Source: an optimization exercise on an open RTL-to-GDS flow (aim: small area). Production flows keep margins and buffers that such runs may drop.
RTL that was checked went through simulation tests only; none was proved equivalent to the original.
The RTL of runs 1 to 3 was laid out without a check of its function.
In every run shown here, the design's own scripts or RTL, not TritonCTS, make the clock network.
The clock input has no modelled driver; a real chip could not lean on it and would need a root buffer or a full tree.
Power figures rest on the tool's default switching activity, not on a simulated workload.

==> design/flow/design.v <==
module qspi_fsm #(
  parameter ADDR_W = 32 )
(
  input               clk,
  input               rst_n,
  input      [2:0]    clk_div,
  input               cs_auto,
  input               cs_level,
  input               quad_en,
  input               cpol,
  input               cpha,
  input               lsb_first,
  input               start,
  input      [15:0]   cmd_cfg,
  input      [15:0]   cmd_op,
  input      [ADDR_W-1:0] cmd_addr,
  input      [7:0]    cmd_dummy,
  input      [31:0]   cmd_len,
  output              done,
  input               tx_ren,
  input      [7:0]    tx_data_fifo,
  output              tx_empty,
  output reg          rx_wen,
  output     [7:0]    rx_data_fifo,
  input               rx_full,
  output              sclk,
  output reg          cs_n,
  output reg [3:0]    io_o,
  output     [3:0]    io_oe,
  input      [3:0]    io_i
);
  wire [7:0] opcode  = cmd_op[7:0];
  wire is_wrdi = (opcode == 8'h04);
  wire is_rdsr = (opcode == 8'h05);
  wire is_rdid = (opcode == 8'h9F);
  wire special = is_wrdi | is_rdsr | is_rdid;
  wire [1:0] cl = special ? 2'd0 : cmd_cfg[1:0];
  wire [1:0] al = special ? 2'd0 : (quad_en ? 2'd2 : cmd_cfg[3:2]);
  wire [1:0] dl = special ? 2'd0 : (quad_en ? 2'd2 : cmd_cfg[5:4]);
  wire       has_addr  = ~special & (cmd_cfg[7] ^ cmd_cfg[6]);
  wire       nb4       = cmd_cfg[7];
  wire       mode_en   = ~special & cmd_cfg[8];
  wire [7:0] td        = {4'd0, cmd_cfg[12:9]} + cmd_dummy;
  wire       has_dummy = ~special & (td != 8'd0);
  wire       rd        = is_rdid | is_rdsr | cmd_cfg[13];
  wire       len_zero  = (cmd_len == 32'd0);
  wire       has_data  = ~is_wrdi & (~len_zero | is_rdid | is_rdsr);
  wire [31:0] len_eff  = {cmd_len[31:2],
                          cmd_len[1] | (len_zero & is_rdid),
                          cmd_len[0] | (len_zero & (is_rdid | is_rdsr))};
  localparam S_IDLE  = 4'b0000,
             S_IDLED = 4'b0001,    
             S_CSOFF = 4'b0100,
             S_DONE  = 4'b0101,
             S_CSON  = 4'b0110,
             S_DUMMY = 4'b0111,
             S_OP    = 4'b1000,
             S_DATA  = 4'b1001,
             S_ADDR  = 4'b1010,
             S_MODE  = 4'b1011;
  reg  [3:0] state, nstate;
  wire idle      = (state[3:1] == 3'b000);
  wire byte_ph   = state[3];
  wire in_dummy  = (state == S_DUMMY);
  wire in_data   = (state == S_DATA);
  wire sclk_en   = byte_ph | in_dummy | (state == S_CSOFF) | (state == S_DONE);
  assign done = (state == S_IDLED);
  wire pre_csoff = byte_ph | (state == S_CSON) | in_dummy;
  assign tx_empty = ~(pre_csoff & has_data & ~rd);
  reg [6:0] div_cnt;
  reg       sclk_int, sclk_int_d;
  wire [6:0] div_care = ~(7'h7f << clk_div);
  wire       tick = &(div_cnt | ~div_care);
  always @(posedge clk) begin
    div_cnt    <= sclk_en ? div_cnt + 7'd1 : 7'd0;
    sclk_int   <= sclk_en & (sclk_int ^ tick);
    sclk_int_d <= sclk_int;
  end
  assign sclk = cpol ^ (sclk_en & sclk_int);
  wire sedge  = sclk_int ^ sclk_int_d;
  wire shift  = sedge & (sclk_int ~^ cpha);
  wire sample = sedge & (sclk_int ^ cpha);
  reg  [1:0] pl;
  always @(*) begin
    case (state)
      S_OP:          pl = cl;
      S_ADDR, S_MODE: pl = al;
      default:       pl = dl;
    endcase
  end
  wire w2 = (pl == 2'd1);
  wire w4 = pl[1];
  reg  [2:0] ptr;
  wire gd       = ptr[2] & (w4 | (ptr[1] & (w2 | ptr[0])));
  wire byte_end = byte_ph & shift & gd;
  always @(posedge clk)
    ptr <= byte_ph ? ptr + ({w4, w2, ~(w2 | w4)} & {3{shift}}) : 3'd0;
  reg  [31:0] cnt;
  wire addr_last  = (cnt[1:0] == 2'd0);
  wire dummy_last = (cnt[7:0] == 8'd0);
  wire data_last  = (cnt == 32'd1);
  wire [3:0] after_dummy = has_data  ? S_DATA  : S_CSOFF;
  wire [3:0] after_mode  = has_dummy ? S_DUMMY : after_dummy;
  wire [3:0] after_addr  = mode_en   ? S_MODE  : after_mode;
  wire [3:0] after_op    = has_addr  ? S_ADDR  : after_addr;
  reg start_d;
  wire start_pulse = start & ~start_d;
  always @(*) begin
    nstate = state;
    case (state)
      S_IDLE, S_IDLED: nstate = start_pulse ? S_CSON : S_IDLE;
      S_CSON:  nstate = S_OP;
      S_OP:    if (byte_end) nstate = after_op;
      S_ADDR:  if (byte_end & addr_last) nstate = after_addr;
      S_MODE:  if (byte_end) nstate = after_mode;
      S_DUMMY: if (sample & dummy_last) nstate = after_dummy;
      S_DATA:  if (byte_end & data_last) nstate = S_CSOFF;
      S_CSOFF: nstate = S_DONE;
      S_DONE:  nstate = S_IDLED;
      default: nstate = S_IDLE;
    endcase
  end
  always @(posedge clk or negedge rst_n) begin
    if (!rst_n) begin
      state   <= S_IDLE;
      start_d <= 1'b0;
    end else begin
      state   <= nstate;
      start_d <= start;
    end
  end
  wire enter  = (nstate != state);
  wire ld_addr  = enter & (nstate == S_ADDR);
  wire ld_dummy = enter & (nstate == S_DUMMY);
  wire ld_data  = enter & (nstate == S_DATA);
  wire dec      = byte_end | (in_dummy & sample);
  reg         borrow;
  wire [7:0]  lo_dec = cnt[7:0] - {7'd0, dec};
  wire [23:0] hi_dec = cnt[31:8] - {23'd0, borrow};
  always @(posedge clk)
    borrow <= dec & (cnt[7:0] == 8'd0) & ~ld_data;
  wire [31:0] cnt_dec = {hi_dec, lo_dec};
  always @(posedge clk) begin
    cnt[31:8] <= ld_data ? len_eff[31:8] : cnt_dec[31:8];
    cnt[7:2]  <= ld_data ? len_eff[7:2] : ld_dummy ? td[7:2] : cnt_dec[7:2];
    cnt[1:0]  <= ld_data ? len_eff[1:0] : ld_dummy ? td[1:0] :
                 ld_addr ? {1'b1, nb4} : cnt_dec[1:0];
  end
  reg [7:0] rb;
  assign rx_data_fifo = rb;
  wire [2:0] idx = ptr ^ {3{~lsb_first}};
  wire w1 = ~(w4 | w2);
  wire [7:0] hit;
  wire [7:0] din;
  genvar k;
  generate for (k = 0; k < 8; k = k + 1) begin : g_rx
    assign hit[k] = (idx[2] == k[2]) & (w4 | ((idx[1] == k[1]) & (w2 | (idx[0] == k[0]))));
    assign din[k] = w1 ? io_i[1] : w2 ? io_i[k % 2] : io_i[k % 4];
  end endgenerate
  wire       bew   = in_data & byte_end;
  wire [7:0] rx_ld = {8{rd & in_data & sample}} & hit;
  wire [7:0] tx_ld = {8{~rd & tx_ren & ~bew}};
  wire [7:0] kp    = rd ? ({8{in_data}} & ~rx_ld) : ({8{~(idle | bew)}} & ~tx_ld);
  always @(posedge clk)
    rb <= (rx_ld & din) | (tx_ld & tx_data_fifo) | (kp & rb);
  reg [7:0] bv;
  always @(*) begin
    case (state)
      S_OP:   bv = cmd_op[7:0];
      S_MODE: bv = cmd_op[15:8];
      S_ADDR: case (cnt[1:0])
                2'd0: bv = cmd_addr[7:0];
                2'd1: bv = cmd_addr[15:8];
                2'd2: bv = cmd_addr[23:16];
                default: bv = cmd_addr[31:24];
              endcase
      default: bv = rb;
    endcase
  end
  wire [2:0] s0  = {idx[2], idx[1] & ~w4, idx[0] & ~(w4 | w2)};
  wire [1:0] s1  = {idx[2], idx[1] & ~w4};
  wire [3:0] lane;
  assign lane[0] = bv[s0];
  assign lane[1] = bv[{s1, 1'b1}];
  assign lane[2] = bv[{idx[2], 2'b10}];
  assign lane[3] = bv[{idx[2], 2'b11}];
  wire drive = byte_ph & ~(in_data & rd);
  reg [1:0] oe_code;
  assign io_oe = {{2{&oe_code}}, oe_code[1], |oe_code};
  always @(posedge clk) io_o <= lane;
  always @(posedge clk or negedge rst_n) begin
    if (!rst_n) begin
      oe_code  <= 2'd0;
      cs_n     <= 1'b1;
      rx_wen   <= 1'b0;
    end else begin
      oe_code  <= {drive & (w4 | w2), drive & ~w2};
      cs_n     <= (~byte_ph & ~(state[2] & state[1])) & (cs_auto | cs_level);
      rx_wen   <= in_data & rd & byte_end & ~rx_full;
    end
  end
endmodule
==> design/flow/flow/run.sh <==
#!/bin/bash
# Layout flow:
#  1. the standard synthesis (standard.sh synth), unchanged;
#  2. the combinational logic of that netlist is re-mapped for area with a few
#     ABC scripts (flow/area*.abc, each run in its own Yosys, log reabc_N.log);
#     the flip-flops are left as they are, and the smallest netlist is kept;
#  3. the standard ORFS layout of that netlist (standard.sh finish, log
#     layout.log), with two changes: the I/O port buffers are made of the
#     smallest buffer cell, and the clock tree is built by flow/cts.tcl
#     (4 leaf buffers driven by the clock port) in place of TritonCTS.
set -uo pipefail
here=$(pwd)
res=$here/orfs/results/$FLOW_PLATFORM/qspi_fsm/base
bash standard.sh synth > synth.log 2>&1 || exit 1
cp $res/1_2_yosys.v $here/standard_synth.v

flops() { grep -cE '^ *sky130_fd_sc_hd__(df|edf|sdf|dl)[a-z0-9_]* ' "$1"; }
nflops=$(flops $here/standard_synth.v)
pids=()
for s in $here/flow/area*.abc; do
  n=$(basename $s .abc)
  REABC_IN=$here/standard_synth.v REABC_OUT=$here/reabc_$n.v REABC_SCRIPT=$s \
    yosys -c $here/flow/reabc.tcl > reabc_$n.log 2>&1 &
  pids+=($!)
done
for p in "${pids[@]}"; do wait $p; done

best=""; bestarea=""
for s in $here/flow/area*.abc; do
  n=$(basename $s .abc)
  [[ -s $here/reabc_$n.v ]] || continue
  a=$(grep 'Chip area' reabc_$n.log | tail -1 | awk '{print $NF}')
  [[ -n "$a" ]] || continue
  [[ $(flops $here/reabc_$n.v) == "$nflops" ]] || continue
  if [[ -z "$best" ]] || awk "BEGIN{exit !($a < $bestarea)}"; then best=$n; bestarea=$a; fi
done
echo "standard synthesis: $(grep 'Chip area' orfs/reports/$FLOW_PLATFORM/qspi_fsm/base/synth_stat.txt)" > reabc_choice.log
echo "chosen: ${best:-standard netlist} ${bestarea}" >> reabc_choice.log
if [[ -n "$best" ]]; then
  cp $here/reabc_$best.v $res/1_2_yosys.v
  rm -f $res/1_synth.odb $res/1_synth.sdc
fi
bash standard.sh "BUFFER_PORTS_ARGS=-buffer_cell sky130_fd_sc_hd__buf_1" \
  "PRE_CTS_TCL=$here/flow/cts.tcl" finish > layout.log 2>&1
==> design/flow/flow/area_fast.abc <==
strash
&get -n
&st
&dc2
&syn2
&dch -f
&nf -a -R 1000
&put
mfs3 -a
==> design/flow/flow/area_s0.abc <==
strash
&get -n
&st
&deepsyn -T 150 -S 0
&dch -f
&nf -a -R 1000
&put
mfs3 -a
==> design/flow/flow/area_s21.abc <==
strash
&get -n
&st
&deepsyn -T 150 -S 21
&dch -f
&nf -a -R 1000
&put
mfs3 -a
==> design/flow/flow/area_s42.abc <==
strash
&get -n
&st
&deepsyn -T 150 -S 42
&dch -f
&nf -a -R 1000
&put
mfs3 -a
==> design/flow/flow/area_s7.abc <==
strash
&get -n
&st
&deepsyn -T 150 -S 7
&dch -f
&nf -a -R 1000
&put
mfs3 -a
==> design/flow/flow/cts.tcl <==
# Clock tree made by hand: the clock port drives a few leaf buffers, each of
# which drives the clock pins of one cluster of flip-flops (k-means on the
# flip-flop locations).
proc my_leaf_cts { net_name ncl buf } {
  set block [ord::get_db_block]
  set net [$block findNet $net_name]
  set sinks {}
  foreach it [$net getITerms] {
    if { [$it isOutputSignal] } { continue }
    set inst [$it getInst]
    set bb [$inst getBBox]
    set x [expr { ([$bb xMin] + [$bb xMax]) / 2.0 }]
    set y [expr { ([$bb yMin] + [$bb yMax]) / 2.0 }]
    lappend sinks [list [$inst getName] [[$it getMTerm] getName] $x $y]
  }
  set n [llength $sinks]
  # initial centers: spread along sorted x+y
  set sorted [lsort -real -index 2 $sinks]
  set centers {}
  for { set k 0 } { $k < $ncl } { incr k } {
    set s [lindex $sorted [expr { int(($k + 0.5) * $n / $ncl) }]]
    lappend centers [list [lindex $s 2] [lindex $s 3]]
  }
  # capacity-limited k-means: each cluster takes at most ceil(n / ncl) sinks
  set cap [expr { int(ceil(double($n) / $ncl)) }]
  for { set iter 0 } { $iter < 30 } { incr iter } {
    # all (distance, sink, cluster) pairs, nearest first
    set pairs {}
    set i 0
    foreach s $sinks {
      for { set k 0 } { $k < $ncl } { incr k } {
        set c [lindex $centers $k]
        lappend pairs [list [expr { abs([lindex $s 2] - [lindex $c 0]) + abs([lindex $s 3] - [lindex $c 1]) }] $i $k]
      }
      incr i
    }
    set pairs [lsort -real -index 0 $pairs]
    set assign [lrepeat $n -1]
    set fill [lrepeat $ncl 0]
    foreach pr $pairs {
      lassign $pr d i k
      if { [lindex $assign $i] >= 0 || [lindex $fill $k] >= $cap } { continue }
      lset assign $i $k
      lset fill $k [expr { [lindex $fill $k] + 1 }]
    }
    set newc {}
    for { set k 0 } { $k < $ncl } { incr k } {
      set sx 0; set sy 0; set m 0
      foreach s $sinks a $assign { if { $a == $k } { set sx [expr { $sx + [lindex $s 2] }]; set sy [expr { $sy + [lindex $s 3] }]; incr m } }
      if { $m > 0 } { lappend newc [list [expr { $sx / $m }] [expr { $sy / $m }]] } else { lappend newc [lindex $centers $k] }
    }
    set centers $newc
  }
  set dbu [$block getDbUnitsPerMicron]
  for { set k 0 } { $k < $ncl } { incr k } {
    set pins {}
    foreach s $sinks a $assign { if { $a == $k } { lappend pins [get_pins "[lindex $s 0]/[lindex $s 1]"] } }
    if { [llength $pins] == 0 } { continue }
    set c [lindex $centers $k]
    insert_buffer -buffer_cell $buf -net $net_name -load_pins $pins \
      -location [list [expr { [lindex $c 0] / $dbu }] [expr { [lindex $c 1] / $dbu }]] \
      -buffer_name clkleaf_$k -net_name clknet_leaf_$k
    puts "clock leaf $k: [llength $pins] sinks"
  }
}


# Worst slew over the flip-flop clock pins, with placement parasitics.
proc my_worst_clk_slew { } {
  set worst 0
  foreach p [get_pins -hierarchical */CLK] {
    foreach pr { slew_max_rise slew_max_fall } {
      set s [get_property $p $pr]
      if { $s > $worst } { set worst $s }
    }
  }
  return $worst
}

# Worst slew over the clock pins driven by one leaf buffer.
proc my_leaf_slew { inst } {
  set worst 0
  set out [get_pins -of_objects $inst -filter "direction==output"]
  foreach p [get_pins -of_objects [get_nets -of_objects $out] -filter "direction==input"] {
    foreach pr { slew_max_rise slew_max_fall } {
      set s [get_property $p $pr]
      if { $s > $worst } { set worst $s }
    }
  }
  return $worst
}

# Replaces TritonCTS (called by ORFS's cts.tcl through this PRE_CTS hook):
# the clock port drives 4 leaf buffers, one per cluster of flip-flops; a leaf
# is made bigger while the slew at its clock pins is high.
proc clock_tree_synthesis { args } {
  my_leaf_cts clk 4 sky130_fd_sc_hd__buf_8
  set_propagated_clock [all_clocks]
  estimate_parasitics -placement
  foreach inst [get_cells clkleaf_*] {
    foreach cell { sky130_fd_sc_hd__buf_12 sky130_fd_sc_hd__buf_16 } {
      set s [my_leaf_slew $inst]
      puts "bench cts: [get_full_name $inst] [get_property $inst ref_name] slew $s"
      if { $s <= 0.100 } { break }
      replace_cell $inst $cell
      estimate_parasitics -placement
    }
  }
  puts "bench cts: worst clock pin slew [my_worst_clk_slew]"
}
==> design/flow/flow/reabc.tcl <==
# Re-map the combinational logic of the standard synthesis netlist for area.
# The flip-flops are kept as they are (same instances, names and cells).
yosys -import
set lib $::env(FLOW_HOME)/platforms/sky130hd/lib/sky130_fd_sc_hd__tt_025C_1v80.lib
read_liberty -ignore_miss_func $lib
read_verilog $::env(REABC_IN)
hierarchy -top $::env(FLOW_TOP)
setattr -mod -set keep_hierarchy 1 sky130_fd_sc_hd__df* sky130_fd_sc_hd__edf*
flatten
opt_clean -purge
abc -liberty $lib -dont_use sky130_fd_sc_hd__probe_p_8 -dont_use sky130_fd_sc_hd__probec_p_8 -dont_use sky130_fd_sc_hd__lpflow_bleeder_1 -dont_use sky130_fd_sc_hd__lpflow_clkbufkapwr_1 -dont_use sky130_fd_sc_hd__lpflow_clkbufkapwr_16 -dont_use sky130_fd_sc_hd__lpflow_clkbufkapwr_2 -dont_use sky130_fd_sc_hd__lpflow_clkbufkapwr_4 -dont_use sky130_fd_sc_hd__lpflow_clkbufkapwr_8 -dont_use sky130_fd_sc_hd__lpflow_clkinvkapwr_1 -dont_use sky130_fd_sc_hd__lpflow_clkinvkapwr_16 -dont_use sky130_fd_sc_hd__lpflow_clkinvkapwr_2 -dont_use sky130_fd_sc_hd__lpflow_clkinvkapwr_4 -dont_use sky130_fd_sc_hd__lpflow_clkinvkapwr_8 -dont_use sky130_fd_sc_hd__lpflow_decapkapwr_12 -dont_use sky130_fd_sc_hd__lpflow_decapkapwr_3 -dont_use sky130_fd_sc_hd__lpflow_decapkapwr_4 -dont_use sky130_fd_sc_hd__lpflow_decapkapwr_6 -dont_use sky130_fd_sc_hd__lpflow_decapkapwr_8 -dont_use sky130_fd_sc_hd__lpflow_inputiso0n_1 -dont_use sky130_fd_sc_hd__lpflow_inputiso0p_1 -dont_use sky130_fd_sc_hd__lpflow_inputiso1n_1 -dont_use sky130_fd_sc_hd__lpflow_inputiso1p_1 -dont_use sky130_fd_sc_hd__lpflow_inputisolatch_1 -dont_use sky130_fd_sc_hd__lpflow_isobufsrc_1 -dont_use sky130_fd_sc_hd__lpflow_isobufsrc_16 -dont_use sky130_fd_sc_hd__lpflow_isobufsrc_2 -dont_use sky130_fd_sc_hd__lpflow_isobufsrc_4 -dont_use sky130_fd_sc_hd__lpflow_isobufsrc_8 -dont_use sky130_fd_sc_hd__lpflow_isobufsrckapwr_16 -dont_use sky130_fd_sc_hd__lpflow_lsbuf_lh_hl_isowell_tap_1 -dont_use sky130_fd_sc_hd__lpflow_lsbuf_lh_hl_isowell_tap_2 -dont_use sky130_fd_sc_hd__lpflow_lsbuf_lh_hl_isowell_tap_4 -dont_use sky130_fd_sc_hd__lpflow_lsbuf_lh_isowell_4 -dont_use sky130_fd_sc_hd__lpflow_lsbuf_lh_isowell_tap_1 -dont_use sky130_fd_sc_hd__lpflow_lsbuf_lh_isowell_tap_2 -dont_use sky130_fd_sc_hd__lpflow_lsbuf_lh_isowell_tap_4  -script $::env(REABC_SCRIPT) -D 5000
opt_clean -purge
hilomap -singleton -hicell sky130_fd_sc_hd__conb_1 HI -locell sky130_fd_sc_hd__conb_1 LO
insbuf -buf sky130_fd_sc_hd__buf_4 A X
splitnets
opt_clean -purge
select $::env(FLOW_TOP)
stat -liberty $lib
write_verilog -noattr -noexpr -nohex -nodec -selected $::env(REABC_OUT)
==> design/flow/standard.sh <==
#!/bin/bash
# synth_recipe.tcl (not shown) runs the flow's synth.tcl, then flattens the netlist and writes it again
# the make line also repeats each setting of config.mk as NAME=value (left out here)
make -C /OpenROAD-flow-scripts/flow DESIGN_CONFIG=/design/flow/config.mk WORK_HOME=/design/flow/orfs CLKGATE_MAP_FILE= SYNTH_SCRIPT=/design/flow/synth_recipe.tcl "${@:-finish}"
==> design/flow/config.mk <==
export PLATFORM = sky130hd
export DESIGN_NAME = qspi_fsm
export DESIGN_NICKNAME = qspi_fsm
export VERILOG_FILES = /design/flow/design.v
export SDC_FILE = /design/flow/constraint.sdc
export NUM_CORES = 4
export LEC_CHECK = 0
export CAP_MARGIN = 20
export CORE_MARGIN = 2
export CORE_UTILIZATION = 60
export PLACE_DENSITY = 0.7
export SLEW_MARGIN = 20
==> design/flow/constraint.sdc <==
create_clock -name core_clock -period 5.0 [get_ports {clk}]
set_input_delay 1.0000 -clock core_clock [delete_from_list [all_inputs] [get_ports {clk}]]
set_output_delay 1.0000 -clock core_clock [all_outputs]
set_load 0.01 [all_outputs]
==> summary.md, run 1 <==
| Metric | Value |
|---|---|
| Outcome | timing/DRC/antenna clean |
| Fill cells | 561 |
| Die W | between 80 and 90 um |
| Skew final | around 0.0053 ns |
| DR vias | between 4000 and 5000 |
| Initial DRT Pass Iterations | 6 |
| Syn Inst Count | 486 |
| Final setup TNS | 0 ns |
| Full die area | approximately 0.007 mm^2 |
| Crit Path Class | flop to flop |
| Fmax | between 200 and 250 MHz |
| Largest net degree at the start of global routing | 35 |
| Register Area | ~0.0014 mm^2 |
| Post-synth net total | 616 |
| Drt wl/cell | about 15 um |
| Lkg Pwr | around 0.0016 uW |
| Post-route ant nets | 0 |
| Largest vdd supply drop | 0.252 mV |
| CP startpoint kind | flop |
| Synth warnings | 1 |
| Max-cap viol count | 0 |
| Max-slew headroom | between 50% and 60% |
| HP Class | flop to flop |
| Post-layout util | 72.9% |
| # hold bufs at CTS | 0 |
| Mean Syn Cell Area | 7.87 um^2 |
| Clk latency of the worst-skew pair | between 0.1 and 0.15 ns |
| Worst path cell trace | nand2b_1 -> clkinv_1 -> nand2_1 -> clkinvlp_4 -> o21ai_0 -> o31ai_2 -> nor2_1 -> nor2_1 -> a21oi_1 -> nand2_1 -> a311oi_1 -> nor2_1 -> o22ai_1 -> a21boi_1 -> and2_0 -> buf_4 -> a21oi_1 -> a21o_1 |
| Initial DRC count | 234 |
| Port bufs | about 150 |
| Vias in the first global route | 3947 |
| Largest delay share family, worst path | compound AO/OA/AOI/OAI gates |
| Cell area after synthesis | 0.00382 mm^2 |
| Crit path largest cell delay | 0.49 ns |
| WP data required | about 5.0 ns |
| Buffer and inverter count on the worst path | 3 |
| Starting density of the core | 61.2% |
| Most common cell type on the critical path | nor2_1 |
| Area Overhead vs Synth | 19.1% |
| Pwr per Cell Area | a little under 400 mW/mm^2 |
| GRT Total Usage | 29.9% |
| I/O pin cnt | ~150 |
| Critical path arrival | between 4 and 5 ns |
| Routed WL | 10900 um |
| CP max FO | 34 |
| Clk pin slew, worst setup/hold paths | around 0.09 ns |
| Row count | 29 |
| DR DRC count | 0 |
| Period Utilization, post-route | 90.5% |
| Hold Vio Cnt, Final | 0 |
| GPL Wtd Cong | 0.984 |
| Global-route wire length before repair | roughly 18000 um |
| Max-slew violations | 0 |
| Routed vias/inst | 5.94 |
| Chip height | 83.8 um |
| Diode count | 0 |
| DP HPWL | 8780 um |
| Minimum clock period | 4.53 ns |
| Core Area | 0.00624 mm^2 |
| GRT overflow | 0 |
| Layout Nets | 769 |
| Initial antenna violation count | 0 |
| Final Setup Violations | 0 |
| Area of the multi-input gates | 0.00233 mm^2 |
| Worst-Margin Slew | about 0.67 ns |
| Slowest-stage cell, CP | dfrtp_1 |
| RSZ-0062 raised after global routing | false |
| Critical Path End Type | flop |
| Layout cells sized above 1 | 3.14% |
## layout make-up, clock buffers not listed
class,instances,area share (%)
Inverter,18,1.57
Multi-Input combinational cell,392,51.3
Sequential cell,66,30.1
Tap cell,77,2.12
Timing Repair Buffer,157,13.7
## flip-flops by register name, indices dropped and copies added, names as in the netlist
signal / cells
div_cnt: 7
sclk_int: 1
rb: 8
start_d: 1
rx_wen: 1
cnt: 32
oe_code: 2
borrow: 1
cs_n: 1
ptr: 3
io_o: 4
sclk_int_d: 1
state: 4
## metrics by stage
stage	instance area, um^2	setup slack [ns]	cells	power, uW	hold slack [ns]
final	4550	0.473	714	1810	0.416
after floorplan	3820	0.278	486	1330	0.383
after CTS	4530	0.271	714	1790	0.423
after global placement	4470	0.390	710	1540	0.399
after global routing	4550	0.0212	714	1930	0.452
after detailed placement	4470	0.274	710	1570	0.410
## cells in the final DEF (no fill, tap or decap), types with 3 or more instances in the layout
master and n:
a211oi_1 4, a21oi_1 32, a221oi_1 6, a222oi_1 5, a22o_1 5, a22oi_1 5, a31oi_1 12, and2_0 7
and3_1 4, buf_1 148, buf_4 9, buf_8 4, clkinv_1 17, dfrtp_1 8, dfxtp_1 57, mux2_1 5
nand2_1 51, nand2b_1 16, nand3b_1 3, nand4_1 4, nor2_1 58, nor3_1 19, nor4_1 15, o211ai_1 3
o21a_1 3, o21ai_0 38, o22ai_1 12, o31ai_1 3, or2_0 3, or3_1 8, xnor2_1 24, xor2_1 11
## power breakdown
| group | internal (uW) | total (uW) | switching (uW) | leakage (uW) |
|---|---|---|---|---|
| sequential | 707 | 860 | 153 | 0.000589 |
| clock | 91.8 | 225 | 133 | 0.0000297 |
| combinational | 304 | 723 | 419 | 0.000943 |
| total | 1100 | 1810 | 705 | 0.00156 |
## per-layer routing
layer  vias up  part of all wire (%)  GRT usage [%]
li1       2102                     -              -
met1      1880                    43           40.3
met2       229                    47           52.0
met3        29                   8.4           3.86
met4         0                   2.1           5.72
met5         -                     0              0
## timing repair
item | in CTS | in global routing
setup buffers | 0 | 0
gates resized for setup | 0 | 8
setup endpoints to repair | 0 | 27
## final timing paths
check,to,start,slack [ns],cells after the start
setup reg to reg,cnt[17],state[3],0.47,18
min in group asynchronous,state[0],rst_n,0.81,1
max in group asynchronous,cs_n,rst_n,3.82,1
hold reg to reg,sclk_int_d,sclk_int,0.42,0
setup / recovery,cnt[17],state[3],0.47,18
hold / removal,sclk_int_d,sclk_int,0.42,0
==> inputs of run 2 (changes only) <==
--- a/design/flow/config.mk
+++ b/design/flow/config.mk
@@ -9,4 +9,5 @@
 export CORE_MARGIN = 2
 export CORE_UTILIZATION = 60
+export GPL_TIMING_DRIVEN = 0
 export PLACE_DENSITY = 0.7
 export SLEW_MARGIN = 20
==> run 2 against run 1 <==
Via count grew 3.8%; total power up 3.6%; area after synthesis is the same; sequential power is 2% higher; fmax decreased by 2.1%; critical endpoint is now cnt[29].
==> summary.md, run 2 <==
| Metric | Value |
|---|---|
| Critical path arrival | 4.64 ns (+0.08 ns) |
| Row count | 29 (unchanged) |
| Largest net degree at the start of global routing | 27 (-23%) |
| Mean Syn Cell Area | 7.87 um^2 (unchanged) |
| Max reg flops | 32 (unchanged) |
| Combinational share of power | 39.7% (-0.3 points) |
| Max-cap viol count | 0 (unchanged) |
| Global-route wire length before repair | 18600 um (+4.3%) |
| GRT Total Usage | 31.3% (+1.4 points) |
| Area of the multi-input gates | 0.00238 mm^2 (+2.3%) |
| Global routing met3 resource utilization | 4.15% (+0.30 points) |
| Clock power share | 13.5% (+1.1 points) |
| Vias in the first global route | 3989 (+1.1%) |
| Lkg Pwr | 0.00162 uW (+3.6%) |
| Largest vdd supply drop | 0.287 mV (+14%) |
| WP data required | 5.02 ns (about the same) |
| Most frequent cells in the layout | buf_1, nor2_1, dfxtp_1, nand2_1, o21ai_0 |
| GRT overflow | 0 (unchanged) |
| Fill cells | 528 (-5.9%) |
| Diode count | 0 (unchanged) |
| Cell total after placement | 712 (+0.28%) |
| Hold Vio Cnt, Final | 0 (unchanged) |
| Initial antenna violation count | 0 (unchanged) |
| Max-slew violations | 0 (unchanged) |
| Post-synth net total | 616 (unchanged) |
| Non-Filler Instances | 719 (+0.70%) |
| I/O pin cnt | 151 (unchanged) |
| RSZ-0062 raised after global routing | false |
| Cell area after synthesis | 0.00382 mm^2 (unchanged) |
| Pint | 1140 uW (+3.0%) |
| Critical Path End Type | flop |
| R2R depth | 15 (-3) |
| Max-slew headroom | 42.1% (-13 points) |
| Leading cell type in the layout, fill and taps excluded | buf_1 |
| Syn Inst Count | 486 (unchanged) |
| Pwr per Cell Area | 402 mW/mm^2 (+1.1%) |
| Met2 GRT Util | 55.6% (+3.6 points) |
| CP startpoint kind | flop |
| DR DRC count | 0 (unchanged) |
| Fmax | 216 MHz (-2.1%) |
| DR vias | 4399 (+3.8%) |
| Top flop regs | cnt x32, rb x8, div_cnt x7 |
| Port bufs | 148 (unchanged) |
| Post-route cell area | 0.00466 mm^2 (+2.5%) |
| Post-route ant nets | 0 (unchanged) |
| Switch share | 39.3% (+0.36 points) |
| Full die area | 0.00702 mm^2 (unchanged) |
| Worst-Margin Slew | 0.859 ns (+0.189 ns) |
| DP HPWL | 9070 um (+3.3%) |
| Reg power frac | 46.9% (-0.7 points) |
| Routed WL | 11600 um (+6.2%) |
| Initial DRT Pass Iterations | 7 (+1) |
| Die W | 83.8 um (unchanged) |
| Post-layout util | 74.7% (+1.8 points) |
| Skew final | 0.00632 ns (+0.00104 ns) |
| Gr busiest metal | met2 |
| Area Overhead vs Synth | 22.0% |
| Crit Path Class | flop to flop |
| Core Area | 0.00624 mm^2 (unchanged) |
| Clk pin slew, worst setup/hold paths | 0.09 ns (about the same) |
| Met1 Use GR | 41.7% (+1.5 points) |
| Chip height | 83.8 um (unchanged) |
| Outcome | timing/DRC/antenna clean |
| Register Area | 0.00137 mm^2 (about the same) |
| Routed vias/inst | 6.12 (+3.0%) |
| Period Utilization, post-route | 92.5% (+1.9 points) |
| Clk latency of the worst-skew pair | 0.12 ns (about the same) |
| Overall Power | 1870 uW (+3.6%) |
| Initial DRC count | 252 (+7.7%) |
| Drt wl/cell | 16.1 um (+5.5%) |
| Register with the most flip-flops | cnt |
| Hold Path Stages | 0 (unchanged) |
| CP max FO | 5 (-85%) |
| Synth warnings | 1 (unchanged) |
| Starting density of the core | 61.2% (unchanged) |
| HP Class | flop to flop |
| P_sw | 737 uW (+4.6%) |
| Layout Nets | 774 (+0.65%) |
| Final Setup Violations | 0 (unchanged) |
| Layout cells sized above 1 | 5.76% (+2.6 points) |
| Final setup TNS | 0 ns (unchanged) |
| Minimum clock period | 4.62 ns (+0.0971 ns) |
| GPL Wtd Cong | 0.988 (+0.44%) |
| DP Area | 0.00450 mm^2 (+0.67%) |
-- run 2: metal layers --
layer | vias to the layer above | wire, um
met4 | 0 | 170
met2 | 233 | 5590
li1 | 2114 | -
met3 | 16 | 1000
met1 | 2036 | 4790
met5 | - | 0
-- run 2: final cells by class, clock buffers not listed --
type | count | share of cell area (%)
Tap cell | 77 | 2.07
Sequential cell | 66 | 29.4
Buffer | 10 | 1.61
Multi-Input combinational cell | 392 | 51.1
Inverter | 18 | 1.61
Timing Repair Buffer | 152 | 12.7
-- run 2: through the flow --
stage	hold WS (ns)	setup WS, ns
floorplan	0.383	0.278
global placement	0.404	-0.954
detailed placement	0.406	-0.113
CTS	0.420	0.0156
global route	0.437	0.00137
finish	0.421	0.375
-- run 2: repair_timing --
action	CTS	global route
hold buffers	0	0
resized for setup	4	19
setup buffers	0	3
endpoints found under the setup margin	14	33
pin swaps	0	0
-- run 2: final timing paths --
path                       slack [ns]     start          to
setup / recovery                 0.38    cnt[8]     cnt[29]
hold / removal                   0.42  sclk_int  sclk_int_d
setup reg to reg                 0.38    cnt[8]     cnt[29]
hold reg to reg                  0.42  sclk_int  sclk_int_d
max in group asynchronous        3.84     rst_n    state[1]
min in group asynchronous        0.80     rst_n     start_d
-- run 2: power groups by stage --
| stage | Clock (uW) | Sequential (uW) | Combinational, uW |
|---|---|---|---|
| 6_report | 252 | 878 | 743 |
| 5_1_grt | 273 | 905 | 819 |
| 4_1_cts | 257 | 881 | 693 |
| 3_5_place_dp | 0 | 889 | 688 |
| 3_3_place_gp | 0 | 879 | 658 |
| 2_1_floorplan | 0 | 851 | 482 |
-- run 2: worst max-delay path: stages, from the launching register on --
cell and delay [ns]:
dfxtp_1 0.34, nand2b_1 0.22, nor4_1 0.46, nand2b_1 0.20
nor3_1 0.38, nand2b_1 0.17, or3_1 0.40, or3_1 0.36
or2_0 0.30, nor3_1 0.30, nand2b_1 0.14, nor2_1 0.26
nand2_1 0.18, or3_1 0.39, xnor2_1 0.15, mux2_1 0.28
==> inputs of run 3 (changes only) <==
--- a/design/flow/design.v
+++ b/design/flow/design.v
@@ -100,22 +100,30 @@
   wire dummy_last = (cnt[7:0] == 8'd0);
   wire data_last  = (cnt == 32'd1);
-  wire [3:0] after_dummy = has_data  ? S_DATA  : S_CSOFF;
-  wire [3:0] after_mode  = has_dummy ? S_DUMMY : after_dummy;
-  wire [3:0] after_addr  = mode_en   ? S_MODE  : after_mode;
-  wire [3:0] after_op    = has_addr  ? S_ADDR  : after_addr;
   reg start_d;
   wire start_pulse = start & ~start_d;
+  wire in_op     = (state == S_OP);
+  wire in_addr   = (state == S_ADDR);
+  wire in_mode   = (state == S_MODE);
+  wire op_end    = in_op & byte_end;
+  wire to_mode   = (op_end & ~has_addr | in_addr & byte_end & addr_last);
+  wire to_dummy  = (to_mode & ~mode_en) | (in_mode & byte_end);
+  wire ld_addr   = op_end & has_addr;
+  wire ld_dummy  = to_dummy & has_dummy;
+  wire ld_data   = ((to_dummy & ~has_dummy) | (in_dummy & sample & dummy_last)) & has_data;
   always @(*) begin
-    nstate = state;
     case (state)
       S_IDLE, S_IDLED: nstate = start_pulse ? S_CSON : S_IDLE;
       S_CSON:  nstate = S_OP;
-      S_OP:    if (byte_end) nstate = after_op;
-      S_ADDR:  if (byte_end & addr_last) nstate = after_addr;
-      S_MODE:  if (byte_end) nstate = after_mode;
-      S_DUMMY: if (sample & dummy_last) nstate = after_dummy;
-      S_DATA:  if (byte_end & data_last) nstate = S_CSOFF;
       S_CSOFF: nstate = S_DONE;
       S_DONE:  nstate = S_IDLED;
+      S_OP, S_ADDR, S_MODE, S_DUMMY, S_DATA:
+        if (ld_addr)                     nstate = S_ADDR;
+        else if (to_mode & mode_en)      nstate = S_MODE;
+        else if (ld_dummy)               nstate = S_DUMMY;
+        else if (ld_data)                nstate = S_DATA;
+        else if (to_dummy | (in_dummy & sample & dummy_last) |
+                 (in_data & byte_end & data_last))
+                                         nstate = S_CSOFF;
+        else                             nstate = state;
       default: nstate = S_IDLE;
     endcase
@@ -130,8 +138,4 @@
     end
   end
-  wire enter  = (nstate != state);
-  wire ld_addr  = enter & (nstate == S_ADDR);
-  wire ld_dummy = enter & (nstate == S_DUMMY);
-  wire ld_data  = enter & (nstate == S_DATA);
   wire dec      = byte_end | (in_dummy & sample);
   reg         borrow;
--- a/design/flow/config.mk
+++ b/design/flow/config.mk
@@ -9,5 +9,4 @@
 export CORE_MARGIN = 2
 export CORE_UTILIZATION = 60
-export GPL_TIMING_DRIVEN = 0
 export PLACE_DENSITY = 0.7
 export SLEW_MARGIN = 20
==> run 3 against run 2 <==
Synthesized cell count shrank 2.1%; area after synthesis shrank 1.7%; clock power grew 2%; sequential share of layout area grew 0.67 points; design area shrank 2.3%; highest routed layer unchanged; first-iteration DRC count grew 23%; global-route usage grew 1.3 points; total power shrank 2.7%; via count shrank 0.43%.
==> summary.md, run 3 <==
| Metric | Value |
|---|---|
| Outcome | timing/DRC/antenna clean |
| I/O pin cnt | 151 (unchanged) |
| Row count | 28 (-3.4%) |
| Period Utilization, post-route | 93.9% (+1.4 points) |
| R2R depth | 22 (+7) |
| Starting density of the core | 62.7% (+1.5 points) |
| Minimum clock period | 4.70 ns (+0.0715 ns) |
| DP HPWL | 9210 um (+1.6%) |
| Most frequent cells in the layout | buf_1, nor2_1, dfxtp_1, nand2_1, a21oi_1 |
| Post-CTS Setup Repair Bufs | 0 (unchanged) |
| CP max FO | 13 (+8) |
| Global-route wire length before repair | 19000 um (+2.4%) |
| Layout cells sized above 1 | 4.73% (-1.0 points) |
| Fmax | 213 MHz (-1.5%) |
| Largest net degree at the start of global routing | 27 (unchanged) |
| Cell area after synthesis | 0.00376 mm^2 (-1.7%) |
| Critical path arrival | 4.70 ns (+0.06 ns) |
| Initial antenna violation count | 0 (unchanged) |
| Largest vdd supply drop | 0.236 mV (-18%) |
| Synth warnings | 1 (unchanged) |
| Max reg flops | 32 (unchanged) |
| DR vias | 4380 (-0.43%) |
| Skew final | 0.0187 ns (+0.0123 ns) |
| Final Setup Violations | 0 (unchanged) |
| Reg-to-reg startpoint | state[1] |
| Chip height | 83.1 um (-0.80%) |
| R2r setup slk | 0.47 ns (+0.09 ns) |
| WP data required | 5.00 ns (-0.02 ns) |
| RSZ-0062 raised after global routing | false |
| Routed WL | 11600 um (+0.31%) |
| Die W | 83.1 um (-0.80%) |
| Cell total after placement | 705 (-0.98%) |
| Critical Path End Type | flop |
| Max-cap viol count | 0 (unchanged) |
| Clk latency of the worst-skew pair | 0.13 ns (about the same) |
| Full die area | 0.00691 mm^2 (-1.6%) |
| Post-route ant nets | 0 (unchanged) |
| GPL Wtd Cong | 0.959 (-3.0%) |
| Vias in the first global route | 4120 (+3.3%) |
| Routed vias/inst | 6.18 (+0.97%) |
| Syn Inst Count | 476 (-2.1%) |
| GRT Total Usage | 32.6% (+1.3 points) |
| Initial DRC count | 310 (+23%) |
| Mean Syn Cell Area | 7.90 um^2 (+0.40%) |
| Worst-Margin Slew | 0.934 ns (+0.0748 ns) |
| Lkg Pwr | 0.00157 uW (-2.8%) |
| Register with the most flip-flops | cnt |
| Crit Path Class | input pin to flop |
| Non-Filler Instances | 709 (-1.4%) |
| DR DRC count | 0 (unchanged) |
| Area Overhead vs Synth | 21.2% |
| Post-cts sizing count | 0 (-4) |
| Final setup TNS | 0 ns (unchanged) |
| Clk pin slew, worst setup/hold paths | 0.09 ns (about the same) |
| Pwr per Cell Area | 400 mW/mm^2 (-0.43%) |
| Top flop regs | cnt x32, rb x8, div_cnt x7 |
| Max-slew headroom | 37.1% (-5.0 points) |
| Critical Path End | cnt[2] |
| Reg2reg end | cnt[2] |
| CP startpoint kind | input pin |
| Post-layout util | 76.0% (+1.3 points) |
| Hold Vio Cnt, Final | 0 (unchanged) |
| Core Area | 0.00599 mm^2 (-4.0%) |
| Initial DRT Pass Iterations | 7 (unchanged) |
| # hold bufs at CTS | 0 (unchanged) |
| CP Launch Point | cmd_op[1] |
| Post-synth net total | 606 (-1.6%) |
| Leading cell type in the layout, fill and taps excluded | buf_1 |
| HP Class | flop to flop |
| GRT overflow | 0 (unchanged) |
| Drt wl/cell | 16.3 um (+1.7%) |
| Diode count | 0 (unchanged) |
| Max-slew violations | 0 (unchanged) |
| Port bufs | 148 (unchanged) |
| Layout Nets | 766 (-1.0%) |
[run 3: critical path: stages]
cell	delay, ns
buf_1	0.13
and3_1	0.17
nand3_1	0.07
a21oi_1	0.11
buf_4	0.20
nor2_1	0.15
o21a_1	0.16
nand2_1	0.09
nor2_2	0.12
a41oi_1	0.09
or3_1	0.36
or3_1	0.39
or3_4	0.38
nor3_2	0.18
a21oi_1	0.12
or3b_4	0.51
and2_4	0.23
a22oi_1	0.13
o21ai_0	0.10
[run 3: area by class of cell, clock buffers not listed]
cell class | count | area, um^2
Tap cell | 75 | 93.8
Sequential cell | 66 | 1370
Inverter | 13 | 50.0
Fill cell | 493 | 1440
Multi-Input combinational cell | 387 | 2300
Timing Repair Buffer | 164 | 676
[run 3: per-stage QoR]
step / area, um^2 / hold WS, ns / total power, uW / setup slack (ns)
after floorplan: 3770 / 0.407 / 1300 / 0.0480
after global placement: 4470 / 0.417 / 1520 / 0.162
after detailed placement: 4470 / 0.430 / 1550 / 0.0858
after CTS: 4540 / 0.454 / 1800 / 0.196
after global routing: 4560 / 0.486 / 1950 / 0.0331
final: 4560 / 0.462 / 1820 / 0.304
[run 3: how the worst min path moves through the flow]
stage / start / endpoint / slack (ns) / depth (start not counted)
after floorplan: sclk_int / sclk_int_d / 0.41 / 0
after global placement: sclk_int / sclk_int_d / 0.42 / 0
after detailed placement: sclk_int / sclk_int_d / 0.43 / 0
after CTS: sclk_int / sclk_int_d / 0.45 / 0
after global routing: sclk_int / sclk_int_d / 0.49 / 0
final: sclk_int / sclk_int_d / 0.46 / 0
[run 3: layer usage]
metal | share of wire [%] | wire, um | up-vias | GRT usage [%]
met4 | 2.8 | 323 | 0 | 9.24
met2 | 48 | 5580 | 252 | 56.3
met5 | 0 | 0 | - | 0
li1 | - | - | 2095 | -
met3 | 10 | 1180 | 35 | 4.37
met1 | 39 | 4510 | 1998 | 42.8
[run 3: power by group]
part	internal, uW	switching, uW	total [uW]	leakage (uW)
clock	111	147	258	0.0000336
combinational	293	381	674	0.000956
sequential	705	185	890	0.000583
total	1110	713	1820	0.00157
==> inputs of run 4 (changes only) <==
--- a/design/flow/design.v
+++ b/design/flow/design.v
@@ -165,5 +165,5 @@
   wire [7:0] rx_ld = {8{rd & in_data & sample}} & hit;
   wire [7:0] tx_ld = {8{~rd & tx_ren & ~bew}};
-  wire [7:0] kp    = rd ? ({8{in_data}} & ~rx_ld) : ({8{~(idle | bew)}} & ~tx_ld);
+  wire [7:0] kp    = {8{~(idle | (bew & ~rd))}} & ~rx_ld & ~tx_ld;
   always @(posedge clk)
     rb <= (rx_ld & din) | (tx_ld & tx_data_fifo) | (kp & rb);
==> design/flow/flow/run.sh (replaced) <==
#!/bin/bash
# Layout flow:
#  1. the standard synthesis (standard.sh synth), unchanged;
#  2. the combinational logic of that netlist is re-mapped for area with a few
#     ABC scripts (flow/area*.abc, each run in its own Yosys, log reabc_N.log);
#     the flip-flops are left as they are;
#  3. the 3 smallest re-mapped netlists are each laid out by the standard ORFS
#     flow (standard.sh finish in its own work folder orfs_N, log layout_N.log),
#     with two changes: the I/O port buffers are made of the smallest buffer
#     cell, and the clock tree is built by flow/cts.tcl (4 leaf buffers driven
#     by the clock port) in place of TritonCTS;
#  4. the layout with the smallest cell area that meets timing is kept
#     (moved to orfs/, choice in layout_choice.log) and written to out/final.def.
set -uo pipefail
here=$(pwd)
sub=results/$FLOW_PLATFORM/qspi_fsm/base
bash standard.sh synth > synth.log 2>&1 || exit 1
cp orfs/$sub/1_2_yosys.v $here/standard_synth.v

flops() { grep -cE '^ *sky130_fd_sc_hd__(df|edf|sdf|dl)[a-z0-9_]* ' "$1"; }
nflops=$(flops $here/standard_synth.v)
pids=()
for s in $here/flow/area*.abc; do
  n=$(basename $s .abc)
  REABC_IN=$here/standard_synth.v REABC_OUT=$here/reabc_$n.v REABC_SCRIPT=$s \
    yosys -c $here/flow/reabc.tcl > reabc_$n.log 2>&1 &
  pids+=($!)
done
for p in "${pids[@]}"; do wait $p; done

: > reabc_choice.log
echo "standard synthesis: $(grep 'Chip area' orfs/reports/$FLOW_PLATFORM/qspi_fsm/base/synth_stat.txt)" >> reabc_choice.log
cands=()
for s in $here/flow/area*.abc; do
  n=$(basename $s .abc)
  [[ -s $here/reabc_$n.v ]] || continue
  a=$(grep 'Chip area' reabc_$n.log | tail -1 | awk '{print $NF}')
  [[ -n "$a" ]] || continue
  [[ $(flops $here/reabc_$n.v) == "$nflops" ]] || continue
  echo "$n $a" >> reabc_choice.log
  cands+=("$a $n")
done
# the 3 smallest netlists, or the standard one if re-mapping failed
mapfile -t top < <(printf '%s\n' "${cands[@]}" | sort -g | head -3 | awk '{print $2}')
[[ ${#top[@]} -gt 0 ]] || top=(standard)
echo "laid out: ${top[*]}" >> reabc_choice.log

pids=()
for n in "${top[@]}"; do
  rm -rf orfs_$n
  cp -a orfs orfs_$n
  if [[ $n != standard ]]; then
    cp $here/reabc_$n.v orfs_$n/$sub/1_2_yosys.v
    rm -f orfs_$n/$sub/1_synth.odb orfs_$n/$sub/1_synth.sdc
  fi
  bash standard.sh "WORK_HOME=$here/orfs_$n" \
    "BUFFER_PORTS_ARGS=-buffer_cell sky130_fd_sc_hd__buf_1" \
    "PRE_CTS_TCL=$here/flow/cts.tcl" finish > layout_$n.log 2>&1 &
  pids+=($!)
done
for p in "${pids[@]}"; do wait $p; done

best=""; bestarea=""
: > layout_choice.log
for n in "${top[@]}"; do
  rep=orfs_$n/logs/$FLOW_PLATFORM/qspi_fsm/base/6_report.json
  [[ -f orfs_$n/$sub/6_final.odb && -f $rep ]] || { echo "$n: no layout" >> layout_choice.log; continue; }
  read -r a ws < <(python3 -c "
import json,sys
d=json.load(open('$rep'))
a=d['finish__design__instance__area']-d.get('finish__design__instance__area__class:tap_cell',0)
print(a, d['finish__timing__setup__ws'])")
  echo "$n: cell area $a, setup ws $ws" >> layout_choice.log
  awk "BEGIN{exit !($ws > 0.05)}" || continue
  if [[ -z "$best" ]] || awk "BEGIN{exit !($a < $bestarea)}"; then best=$n; bestarea=$a; fi
done
if [[ -z "$best" ]]; then
  # none met timing with margin: take the first one that finished
  for n in "${top[@]}"; do [[ -f orfs_$n/$sub/6_final.odb ]] && { best=$n; break; }; done
fi
echo "chosen: $best" >> layout_choice.log
[[ -n "$best" ]] || exit 1
rm -rf orfs
mv orfs_$best orfs
: # left out here: write the final layout as DEF
==> run 4 against run 3 <==
Still clean on timing, DRC and antenna; final cell count is 3.1% higher; sequential power shrank 24%; combinational power is about 20% lower; design area decreased by 0.11%; worst setup slack improved by 0.053 ns; sequential cell count unchanged; global-route usage shrank 2.4 points; utilization shrank 3.1 points; register-to-register slack worse by 0.05 ns; clock power shrank 8%; worst hold slack got worse by 0.041 ns; clock skew is 0.0086 ns lower.
==> summary.md, run 4 <==
| Metric | Value |
|---|---|
| Largest delay share family, worst path | compound AO/OA/AOI/OAI gates |
| Clk pin slew, worst setup/hold paths | 0.10 ns (about the same) |
| Mean Syn Cell Area | 7.61 um^2 (-3.6%) |
| Largest net degree at the start of global routing | 54 (+100%) |
| Register with the most flip-flops | cnt |
| DR vias | 4296 (-1.9%) |
| Syn Inst Count | 502 (+5.5%) |
| HP Class | flop to flop |
| Post-layout util | 72.9% (-3.1 points) |
| Post-cts sizing count | 0 (unchanged) |
| Outcome | timing/DRC/antenna clean |
| Starting density of the core | 61.2% (-1.5 points) |
| CP startpoint kind | input pin |
| Largest vdd supply drop | 0.263 mV (+11%) |
| Die W | 83.8 um (+0.79%) |
| Initial antenna violation count | 0 (unchanged) |
| Area of the multi-input gates | 0.00232 mm^2 (+0.76%) |
| Area Overhead vs Synth | 19.1% |
| Max-slew violations | 0 (unchanged) |
| Leading cell type in the layout, fill and taps excluded | buf_1 |
| Pwr per Cell Area | 320 mW/mm^2 (-20%) |
| WP data required | 5.03 ns (+0.03 ns) |
| GRT overflow | 0 (unchanged) |
| Fill cells | 562 (+14%) |
| Synth warnings | 1 (unchanged) |
| Full die area | 0.00702 mm^2 (+1.6%) |
| GRT Total Usage | 30.2% (-2.4 points) |
| DR DRC count | 0 (unchanged) |
| Post-synth net total | 632 (+4.3%) |
| Top flop regs | cnt x32, rb x8, div_cnt x7 |
| Layout cells sized above 1 | 2.75% (-2.0 points) |
| Row count | 29 (+3.6%) |
| DP HPWL | 9000 um (-2.4%) |
| GPL Wtd Cong | 0.982 (+2.4%) |
| Most frequent cells in the layout | buf_1, nor2_1, nand2_1, dfxtp_1, a21oi_1 |
| # hold bufs at CTS | 0 (unchanged) |
| Crit path largest cell delay | 0.40 ns (-0.11 ns) |
| Fmax | 215 MHz (+1.1%) |
| Hold Vio Cnt, Final | 0 (unchanged) |
| Reg-to-reg startpoint | state[2] |
| Pre-CTS setup slack | 0.200 ns (+0.114 ns) |
| Critical path arrival | 4.67 ns (-0.03 ns) |
| Period Utilization, post-route | 92.9% (-1.1 points) |
| R2r setup slk | 0.42 ns (-0.05 ns) |
| Setup ws final | 0.357 ns (+0.0533 ns) |
| Chip height | 83.8 um (+0.79%) |
| Routed WL | 11100 um (-4.3%) |
| Lkg Pwr | 0.00161 uW (+2.2%) |
| Initial DRC count | 253 (-18%) |
| Final Setup Violations | 0 (unchanged) |
| Critical Path End Type | flop |
| Register Area | 0.00137 mm^2 (unchanged) |
| Layout Nets | 786 (+2.6%) |
| Minimum clock period | 4.64 ns (-0.0533 ns) |
| Global-route wire length before repair | 18000 um (-5.0%) |
| Worst-Margin Slew | 0.698 ns (-0.236 ns) |
| Worst Hold Launch | sclk_int |
| Initial DRT Pass Iterations | 5 (-2) |
| Clk latency of the worst-skew pair | 0.13 ns (about the same) |
| Most common cell type on the critical path | a21oi_1 |
| Skew final | 0.0101 ns (-0.00861 ns) |
| Drt wl/cell | 15.2 um (-7.2%) |
| WHS | 0.421 ns (-0.0408 ns) |
| Final setup TNS | 0 ns (unchanged) |
| Post-CTS Setup Repair Bufs | 0 (unchanged) |
| Cell area after synthesis | 0.00382 mm^2 (+1.7%) |
| Max reg flops | 32 (unchanged) |
| Slowest-stage cell, CP | and2_0 |
| Diode count | 0 (unchanged) |
| Crit Path Class | input pin to flop |
| Post-route ant nets | 0 (unchanged) |
| I/O pin cnt | 151 (unchanged) |
| CP max FO | 10 (-3) |
| Port bufs | 148 (unchanged) |
| Max-slew headroom | 53.3% (+16 points) |
| Vias in the first global route | 4110 (-0.24%) |
| RSZ-0062 raised after global routing | false |
| Buffer and inverter count on the worst path | 3 (+1) |
| Routed vias/inst | 5.88 (-4.9%) |
| CP Launch Point | cmd_op[7] |
| Max-cap viol count | 0 (unchanged) |
| Core Area | 0.00624 mm^2 (+4.2%) |
| Worst path cell trace | buf_1 -> and3_1 -> nand3_1 -> a21oi_1 -> buf_4 -> a21oi_1 -> nor2_1 -> a21oi_1 -> o21ai_0 -> or2_0 -> clkinv_1 -> nand2_1 -> a21oi_1 -> o311ai_0 -> or2_0 -> a41o_1 -> a22o_2 -> nand2_2 -> and2_0 -> o21ai_0 -> o311ai_0 |
==> run 4: changes by cell type in the layout (fill, tap and decap cells not counted), sizes merged, moves of 5 or more <==
cell and change:
nor2b +6, buf -6, nand2 +15, o221ai -5
o22ai +6, o21a -5, xor2 -5, clkinv +6
a221o -5
==> run 4: path summary, 6_finish.rpt <==
check	to	depth (start not counted)
worst max-delay path	cnt[5]	21
max in group asynchronous	cs_n	1
min in group asynchronous	state[0]	1
worst min-delay path	sclk_int_d	0
worst max register to register	cnt[5]	22
worst min register to register	sclk_int_d	0
==> run 4: layout make-up, clock buffers not listed <==
class	count	area share [%]
inverter	19	1.57
sequential	66	30.1
multi-input combinational	407	50.9
tap	77	2.12
timing repair buffer	158	13.9
==> run 4: stage by stage <==
step	cell area, um^2	total power [uW]	instances
CTS	4540	1460	731
detailed placement	4480	1220	727
global route	4550	1540	731
finish	4550	1460	731
global placement	4480	1200	727
floorplan	3820	1030	502
==> run 4: worst register-to-register path, stage by stage, from the launching register on <==
cell      delay, ns
dfrtp_1        0.39
nand2b_1       0.18
clkinv_1       0.10
nand2_1        0.19
clkinv_1       0.27
o21ai_0        0.17
o31ai_2        0.13
a21oi_1        0.20
nor2_1         0.09
a21oi_1        0.21
o21ai_0        0.14
or2_0          0.30
clkinv_1       0.09
nand2_1        0.07
a21oi_1        0.16
o311ai_0       0.17
or2_0          0.27
a41o_1         0.31
a22o_2         0.30
nand2_2        0.09
and2_0         0.40
o21ai_0        0.17
o311ai_0       0.11
==> run 4: routing by layer <==
layer | wire, um | vias up | GRT usage (%)
met5 | 0 | - | 0
met4 | 249 | 0 | 6.16
met3 | 783 | 25 | 1.88
li1 | - | 2135 | -
met2 | 5540 | 192 | 57.7
met1 | 4510 | 1944 | 37.3
==> run 4: power by group <==
group / internal, uW / switching, uW / total [uW] / leakage, uW
Clock: 101 / 137 / 238 / 0.0000317
Combinational: 206 / 335 / 541 / 0.000995
Sequential: 615 / 63.6 / 678 / 0.000580
Total: 922 / 536 / 1460 / 0.00161
==> inputs of run 5 (changes only) <==
--- a/design/flow/flow/run.sh
+++ b/design/flow/flow/run.sh
@@ -5,5 +5,5 @@
 #     ABC scripts (flow/area*.abc, each run in its own Yosys, log reabc_N.log);
 #     the flip-flops are left as they are;
-#  3. the 3 smallest re-mapped netlists are each laid out by the standard ORFS
+#  3. the 5 smallest re-mapped netlists are each laid out by the standard ORFS
 #     flow (standard.sh finish in its own work folder orfs_N, log layout_N.log),
 #     with two changes: the I/O port buffers are made of the smallest buffer
@@ -41,6 +41,6 @@
   cands+=("$a $n")
 done
-# the 3 smallest netlists, or the standard one if re-mapping failed
-mapfile -t top < <(printf '%s\n' "${cands[@]}" | sort -g | head -3 | awk '{print $2}')
+# the 5 smallest netlists, or the standard one if re-mapping failed
+mapfile -t top < <(printf '%s\n' "${cands[@]}" | sort -g | head -5 | awk '{print $2}')
 [[ ${#top[@]} -gt 0 ]] || top=(standard)
 echo "laid out: ${top[*]}" >> reabc_choice.log
==> design/flow/flow/area_s0.abc (replaced) <==
strash
&get -n
&st
&deepsyn -T 100 -S 0
&dch -f
&nf -a -R 1000
&put
==> design/flow/flow/area_s0m.abc (new file) <==
strash
&get -n
&st
&deepsyn -T 100 -S 0
&dch -f
&nf -a -R 1000
&put
mfs3 -a
==> design/flow/flow/area_s21.abc (replaced) <==
strash
&get -n
&st
&deepsyn -T 100 -S 21
&dch -f
&nf -a -R 1000
&put
==> design/flow/flow/area_s21m.abc (new file) <==
strash
&get -n
&st
&deepsyn -T 100 -S 21
&dch -f
&nf -a -R 1000
&put
mfs3 -a
==> design/flow/flow/area_s42.abc (replaced) <==
strash
&get -n
&st
&deepsyn -T 100 -S 42
&dch -f
&nf -a -R 1000
&put
==> design/flow/flow/area_s42m.abc (new file) <==
strash
&get -n
&st
&deepsyn -T 100 -S 42
&dch -f
&nf -a -R 1000
&put
mfs3 -a
==> design/flow/flow/area_s7.abc (replaced) <==
strash
&get -n
&st
&deepsyn -T 100 -S 7
&dch -f
&nf -a -R 1000
&put
==> design/flow/flow/area_s7m.abc (new file) <==
strash
&get -n
&st
&deepsyn -T 100 -S 7
&dch -f
&nf -a -R 1000
&put
mfs3 -a
==> run 5 against run 4 <==
Final cell count stayed put; die area is the same; combinational power barely moved; critical path type unchanged; first-iteration DRC count unchanged; design area is the same; synthesized cell count unchanged; area after synthesis did not move; fmax is the same; global-route usage did not move; via count is the same; total power stayed put; largest power group unchanged.
==> summary.md, run 5 <==
| Metric | Value |
|---|---|
| Chip height | 83.8 um (unchanged) |
| DP Area | 0.00448 mm^2 (unchanged) |
| Largest vdd supply drop | 0.263 mV (unchanged) |
| Worst-Margin Slew | 0.698 ns (unchanged) |
| WP data required | 5.03 ns (about the same) |
| Cell area after synthesis | 0.00382 mm^2 (unchanged) |
| Outcome | timing/DRC/antenna clean |
| Starting density of the core | 61.2% (unchanged) |
| Max-cap viol count | 0 (unchanged) |
| Synth warnings | 1 (unchanged) |
| Min-Delay Endpoint | sclk_int_d |
| Syn Inst Count | 502 (unchanged) |
| HP Class | flop to flop |
| GPL Wtd Cong | 0.982 (unchanged) |
| Overall Power | 1460 uW (unchanged) |
| Post-route cell area | 0.00455 mm^2 (unchanged) |
| Post-CTS Setup Repair Bufs | 0 (unchanged) |
| Initial DRC count | 253 (unchanged) |
| Layout Nets | 786 (unchanged) |
| Vias in the first global route | 4110 (unchanged) |
| Routed WL | 11100 um (unchanged) |
| R2R depth | 22 (unchanged) |
| I/O pin cnt | 151 (unchanged) |
| GRT Total Usage | 30.2% (unchanged) |
| Pwr per Cell Area | 320 mW/mm^2 (unchanged) |
| Routed vias/inst | 5.88 (unchanged) |
| Post-route ant nets | 0 (unchanged) |
| Clk latency of the worst-skew pair | 0.13 ns (about the same) |
| Max reg flops | 32 (unchanged) |
| Port bufs | 148 (unchanged) |
| Final setup TNS | 0 ns (unchanged) |
| Crit Path Class | input pin to flop |
| DP HPWL | 9000 um (unchanged) |
| Global-route wire length before repair | 18000 um (unchanged) |
| Most frequent cells in the layout | buf_1, nor2_1, nand2_1, dfxtp_1, a21oi_1 |
| Initial DRT Pass Iterations | 5 (unchanged) |
| R2r setup slk | 0.42 ns (about the same) |
| Period Utilization, post-route | 92.9% (unchanged) |
| Max-slew violations | 0 (unchanged) |
| Max-slew headroom | 53.3% (unchanged) |
| RSZ-0062 raised after global routing | false |
| Lkg Pwr | 0.00161 uW (unchanged) |
| DR DRC count | 0 (unchanged) |
| GRT overflow | 0 (unchanged) |
| CP max FO | 10 (unchanged) |
| Area Overhead vs Synth | 19.1% (unchanged) |
| Drt wl/cell | 15.2 um (unchanged) |
| Final Setup Violations | 0 (unchanged) |
| Leading cell type in the layout, fill and taps excluded | buf_1 |
| Post-layout util | 72.9% (unchanged) |
| Clk pin slew, worst setup/hold paths | 0.10 ns (about the same) |
| Register with the most flip-flops | cnt |
| Full die area | 0.00702 mm^2 (unchanged) |
| Initial antenna violation count | 0 (unchanged) |
| Reg-to-reg startpoint | state[2] |
| Skew final | 0.0101 ns (unchanged) |
| Die W | 83.8 um (unchanged) |
| Top flop regs | cnt x32, rb x8, div_cnt x7 |
| Layout cells sized above 1 | 2.75% (unchanged) |
| Critical path arrival | 4.67 ns (about the same) |
| Row count | 29 (unchanged) |
| Hold Vio Cnt, Final | 0 (unchanged) |
| Mean Syn Cell Area | 7.61 um^2 (unchanged) |
| Minimum clock period | 4.64 ns (unchanged) |
| Largest net degree at the start of global routing | 54 (unchanged) |
| Diode count | 0 (unchanged) |
| Post-synth net total | 632 (unchanged) |
| DR vias | 4296 (unchanged) |
| Hold Path Stages | 0 (unchanged) |
| Critical Path End Type | flop |
| CP startpoint kind | input pin |
| Core Area | 0.00624 mm^2 (unchanged) |
| Fmax | 215 MHz (unchanged) |
| Worst Hold Launch | sclk_int |
| Reg2reg end | cnt[5] |
-- run 5: timing repair --
action | in CTS | in global routing
gates resized for setup | 0 | 3
hold buffers | 0 | 0
hold endpoints to repair | 0 | 0
endpoints found under the setup margin | 0 | 8
-- run 5: power by group --
part / internal, uW / switching [uW]
clock: 101 / 137
combinational: 206 / 335
sequential: 615 / 63.6
total: 922 / 536
-- run 5: metrics by stage --
stage          setup slack (ns)  hold WS [ns]  std cells
2_1_floorplan            0.0641         0.380        502
3_3_place_gp              0.261         0.395        727
3_5_place_dp              0.200         0.411        727
4_1_cts                   0.307         0.422        731
5_1_grt                 0.00568         0.426        731
6_report                  0.357         0.421        731
-- run 5: how the worst max path moves through the flow --
stage | start | end | slack, ns | depth (start not counted)
after floorplan | cmd_op[1] | cnt[1] | 0.06 | 18
after detailed placement | cmd_op[7] | state[2] | 0.20 | 21
final | cmd_op[7] | cnt[5] | 0.36 | 21
after CTS | cmd_op[7] | state[2] | 0.31 | 21
after global placement | cmd_op[4] | cnt[0] | 0.26 | 20
after global routing | state[2] | cnt[5] | 0.006 | 22
-- run 5: metal layers --
layer,up-vias,GRT usage [%],wire (um)
li1,2135,-,-
met1,1944,37.3,4510
met2,192,57.7,5540
met3,25,1.88,783
met4,0,6.16,249
met5,-,0,0
-- run 5: layout make-up, clock buffers not listed --
class | instances | area (um^2)
timing repair buffer | 158 | 634
fill | 562 | 1690
sequential | 66 | 1370
multi-input combinational | 407 | 2320
inverter | 19 | 71.3
tap | 77 | 96.3
-- run 5: worst max-delay path: stages --
cell	delay [ns]
buf_1	0.13
and3_1	0.20
nand3_1	0.07
a21oi_1	0.06
buf_4	0.17
a21oi_1	0.17
nor2_1	0.09
a21oi_1	0.21
o21ai_0	0.14
or2_0	0.30
clkinv_1	0.09
nand2_1	0.07
a21oi_1	0.16
o311ai_0	0.17
or2_0	0.27
a41o_1	0.30
a22o_2	0.29
nand2_2	0.08
and2_0	0.40
o21ai_0	0.17
o311ai_0	0.11

[separate check: timing with driven ports]
No port has a modelled driver above. Below, the same layouts with a new extraction and two added sets of constraints. Step 1 sets driving cells, clkbuf_16 on the clock port and buf_2 on the other inputs (assumed; they add their load-dependent delay and slew). Step 2, shift: input delay + t, output delay - t, t = (earliest + latest rising clock arrival at the registers) / 2. This alone moves slack from input paths to output paths. Slacks: no drivers / after step 1 / after step 2; pairs: no drivers / after step 1.
run	t (ns)	setup slack, ns	latest minus earliest clock arrival (ns)	slew at the worst register clock pin (ns)	cell pins on the clock port's net
run 1	0.195	0.473 / 0.472 / 0.368	0.006 / 0.006	0.09 / 0.09	4
run 2	0.197	0.375 / 0.375 / 0.373	0.008 / 0.008	0.09 / 0.09	4
run 3	0.198	0.304 / 0.359 / 0.161	0.018 / 0.019	0.10 / 0.10	4
run 4	0.193	0.357 / 0.408 / 0.215	0.010 / 0.011	0.10 / 0.10	4
run 5	0.193	0.357 / 0.408 / 0.215	0.010 / 0.011	0.10 / 0.10	4
After both steps every run listed still meets setup and hold. The setup slack of run 3, which loses most, moves by +0.055 ns with the drivers and by -0.143 ns with both steps.
